Background: an optimization exercise with open tools, aiming at small area. Do not read the settings as production practice. In this exercise RTL edits were held to simulation tests only and were not proved equivalent to the original.

==> flow/design.v (outline; a module is shown in full before it is edited, if it fits) <==
// module control: 29 lines
// module prbs9: 25 lines
// module polyph_filter: 287 lines
// module gng_coef: 3633 lines
// module gng_lzd: 144 lines
// module add_fa: 10 lines
// module gng_smul_16_18: 828 lines
// module gng_neg: 69 lines
// module gng_scale: 343 lines
// module gng_smul_16_18_sadd_37: 1110 lines
// module gng_ctg: 44 lines
// module gng_interp: 76 lines
// module gng: 28 lines
// module gng_top: 77 lines
// module fir_filter_multi: 50 lines
// module fir_core: 1320 lines
// module qpsk_chan_emu: 114 lines
module qpsk_chan_emu (
  output signed [7:0] o_nsig_I     ,
  output signed [7:0] o_nsig_Q     ,
  output signed [7:0] o_ch_I       ,
  output signed [7:0] o_ch_Q       ,
  input         [1:0] i_sel_ch_taps,
  input  signed [7:0] i_sigma      ,
  input               i_reset      ,
  input               clk
);
  // ...
==> flow/run.sh <==
#!/bin/bash
# synth_recipe.tcl (not shown) runs the flow's synth.tcl, then flattens the netlist and writes it again
# the make line also repeats each setting of config.mk as NAME=value (left out here)
make -C /OpenROAD-flow-scripts/flow DESIGN_CONFIG=/design/flow/config.mk WORK_HOME=/design/flow/orfs CLKGATE_MAP_FILE= SYNTH_SCRIPT=/design/flow/synth_recipe.tcl finish
==> flow/config.mk <==
export PLATFORM = sky130hd
export DESIGN_NAME = qpsk_chan_emu
export DESIGN_NICKNAME = qpsk_chan_emu
export VERILOG_FILES = /design/flow/design.v
export SDC_FILE = /design/flow/constraint.sdc
export NUM_CORES = 4
export LEC_CHECK = 0
export ABC_AREA = 1
export CAP_MARGIN = 20
export CORE_MARGIN = 2
export CORE_UTILIZATION = 40
export CTS_CLUSTER_DIAMETER = 60
export CTS_CLUSTER_SIZE = 25
export PLACE_DENSITY = 0.55
export SLEW_MARGIN = 20
export SYNTH_HIERARCHICAL = 1
export SYNTH_MEMORY_MAX_BITS = 16384
export SYNTH_MINIMUM_KEEP_SIZE = 0
==> flow/constraint.sdc <==
create_clock -name core_clock -period 20.0 [get_ports {clk}]
set_input_delay 4.0000 -clock core_clock [delete_from_list [all_inputs] [get_ports {clk}]]
set_output_delay 4.0000 -clock core_clock [all_outputs]
set_load 0.01 [all_outputs]
==> flow_summary.ini, run 1 <==
[floorplan]
ios = 44
start_util_pct = 40.2
tapCellCount = 3330

[cells_and_area]
regArea_um2 = 17500
clkbuf_count = 98
sh_seq_area_pct = 16.4
final_cell_mix = nand2_1 (3732), fa_1 (1882), inv_1 (1114), dfxtp_1 (874), nor2_1 (849)
antenna_cells = 40

[run]
drv_cap = 0

[setup_path]
path_class = in -> out
worst-r2r-cell-count = 48

[global_routing]
grt-ovfl-total = 0
antenna_found_initial = 44
gr-max-usage-layer = met2

[sta]
worst_pin_slew_ns = 1.25
setup_tns_ns = 0
maxSlewViolCount = 0

[placement]
post-dp-hpwl_um = 401000

[synth]
syn-cell-area_um2 = 99700
ys_warn_count = 21

[route]
dr_wl_met2_um = 229000
routedWlPerCell_um = 34.4
routed_wl_um = 525000

[cts]
cts_buffers = 90
worst_setup_hold_path_clk_slew_ns = 0.08
clockBufferDepth = 3
cts_tree = built
ctsHoldBuffers = 0

[status]
status = finished clean
==> inputs of run 2 (changes only) <==
--- a/flow/config.mk
+++ b/flow/config.mk
@@ -9,8 +9,8 @@
 export CAP_MARGIN = 20
 export CORE_MARGIN = 2
-export CORE_UTILIZATION = 40
+export CORE_UTILIZATION = 45
 export CTS_CLUSTER_DIAMETER = 60
 export CTS_CLUSTER_SIZE = 25
-export PLACE_DENSITY = 0.55
+export PLACE_DENSITY = 0.58
 export SLEW_MARGIN = 20
 export SYNTH_HIERARCHICAL = 1
==> run 2 against run 1 <==
Still clean on timing, DRC and antenna. Maximum frequency fell by 0.57%. Hold slack worse by 0.014 ns. Area after synthesis did not move. Wire length down 2.7%. Die area is 11% lower. Core utilization rose by 5.1 points. Synthesized cell count is the same. Critical path type unchanged. Largest cell class unchanged.
==> flow_summary.ini, run 2 <==
[cts]
cts_resized = 0
cts_buffers = 84
cts_sinks = 874
cts_setup_buffers = 0
cts_max_level = 3
clockBufferDepth = 3
cts_root_buf = clkbuf_16
ctsHoldBuffers = 0
cts_tree = built
clk_latency_ns = 0.78
worst_setup_hold_path_clk_slew_ns = 0.09

[cells_and_area]
regArea_um2 = 17500
nets = 13974
area_delta_synth_final_pct = 5.93
final_cell_area_um2 = 106000
final_common_cell = nand2_1
reg_top3 = u_ch_filt_I.r_shifter: 160 flops, u_ch_filt_Q.r_shifter: 160 flops
final_cell_mix = nand2_1 (3732), fa_1 (1882), inv_1 (1114), dfxtp_1 (874), nor2_1 (850)
drive_gt1_share_pct = 6.07
multiInputGateArea_um2 = 73700
fillers = 21410
post-route-util_pct = 48.0

[route]
avgViaCountPerCell = 6.29
vias = 93555
routedWlPerCell_um = 34.4
first_pass_iters = 14
postRouteAntennaNets = 0
drt_iter0_markers = 14015
drc_errors = 0
routed_wl_um = 511000

[hold_path]
hold_path_class = reg -> reg

[setup_path]
cp_data_required_time_ns = 16.00
slowest_delay_ns = 0.55
slowest_stage = clkdlybuf4s50_1
path_class = in -> out
crit_path_frequent_cell = fa_1
start_kind = input pin
critical_path_arrival_ns = 15.36
worstSetupEndpointType = output port
crit_path_max_fanout = 14

[sta]
finClkSkew_ns = 0.0854
fmax_mhz = 51.7
report.final.hold_viol_count = 0
worst_pin_slew_ns = 1.36
setup_tns_ns = 0
rsz0062_at_grt = no
setup_viol = 0
maxSlewViolCount = 0
min_period_ns = 19.36
fin_crit_sh_pct = 96.8
max_slew_margin_pct = 8.79

[synth]
ys_warn_count = 21
syn_inst = 12071
syn-cell-area_um2 = 99700
syn_nets = 14250
syn_area_per_cell_um2 = 8.26

[floorplan]
start_util_pct = 45.3
ios = 44
row_count = 172
core_area_um2 = 220000
dieArea_um2 = 225000
die_x_um = 475
die_h_um = 475

[global_routing]
grt_pass1_vias = 94250
grt-ovfl-total = 0
grt_pass1_wl_um = 716000
antenna_found_initial = 84
track_usage_pct = 45.3
grt_start_max_net_pins = 108

[status]
status = finished clean

[placement]
port_buffers = 43
globalplace.congestion = 1.20
post-dp-hpwl_um = 380000
postPlaceCellArea_um2 = 102000

[run]
drv_cap = 0
run 2: path summary, 6_finish.rpt:
path,start,to,slack [ns],depth (start not counted)
max,i_sigma[1],o_nsig_I[6],0.64,44
min,r_sel_taps[1][1],r_sel_taps[2][1],0.32,0
max reg2reg,u_ch_gng_top.u_gng_I.u_gng_ctg.q1[45],u_ch_gng_top.u_gng_I.u_gng_interp.sum1_r[11],5.80,49
min reg2reg,r_sel_taps[1][1],r_sel_taps[2][1],0.32,0
run 2: stage by stage:
step	setup WS (ns)	std cells	hold slack, ns
after CTS	0.533	14811	0.323
after global routing	0.0674	14835	0.324
after floorplan	2.37	12071	0.310
after global placement	0.513	14655	0.315
after detailed placement	0.544	14655	0.312
final	0.639	14878	0.321
run 2: layout make-up:
cell class	count	share of cell area, %
antenna	55	0.130
clock buffer	87	2.01
clock inverter	69	0.952
inverter	1187	4.23
multi-input combinational	9282	69.8
sequential	874	16.6
tap	2958	3.50
timing repair buffer	366	2.84
run 2: metal layers:
| layer | vias up | GRT usage, % | routed length (µm) |
|---|---|---|---|
| li1 | 36706 | - | - |
| met1 | 46587 | 55.3 | 186000 |
| met2 | 7730 | 64.1 | 209000 |
| met3 | 2476 | 20.2 | 70700 |
| met4 | 56 | 29.8 | 44700 |
| met5 | - | 2.66 | 1100 |
run 2: critical path: cells and delay by family:
family | cells | cell delay, ns
simple gates | 11 | 1.09
compound gates | 1 | 0.34
fa+ha+maj | 22 | 7.95
buf+inv | 10 | 2.00

## port drivers added, routing unchanged
The flow's constraints put no driver on any port. The routed layouts listed below were extracted and timed again, unchanged, in two steps.
Step 1 sets driving cells, clkbuf_16 on the clock port and buf_2 on the other inputs (assumed; they add their load-dependent delay and slew).
Step 2 times the ports against the registers' clock, not the clock port: input delays grow and output delays shrink by t, the midpoint of the rising clock arrivals with the driver on.
Three values: ideal, step 1, step 2; two values: the first two.
run	t (ns)	setup WS [ns]	worst register clock-pin slew, ns	cell pins on the clock port's net
run 1	0.889	0.748 / 0.724 / 0.724	0.10 / 0.10	1
run 2	0.839	0.639 / 0.593 / 0.593	0.09 / 0.09	1
After both steps setup and hold are still met in every run listed. For run 2, which loses most, drivers alone change the setup slack by -0.046 ns; drivers and shift together by -0.046 ns.
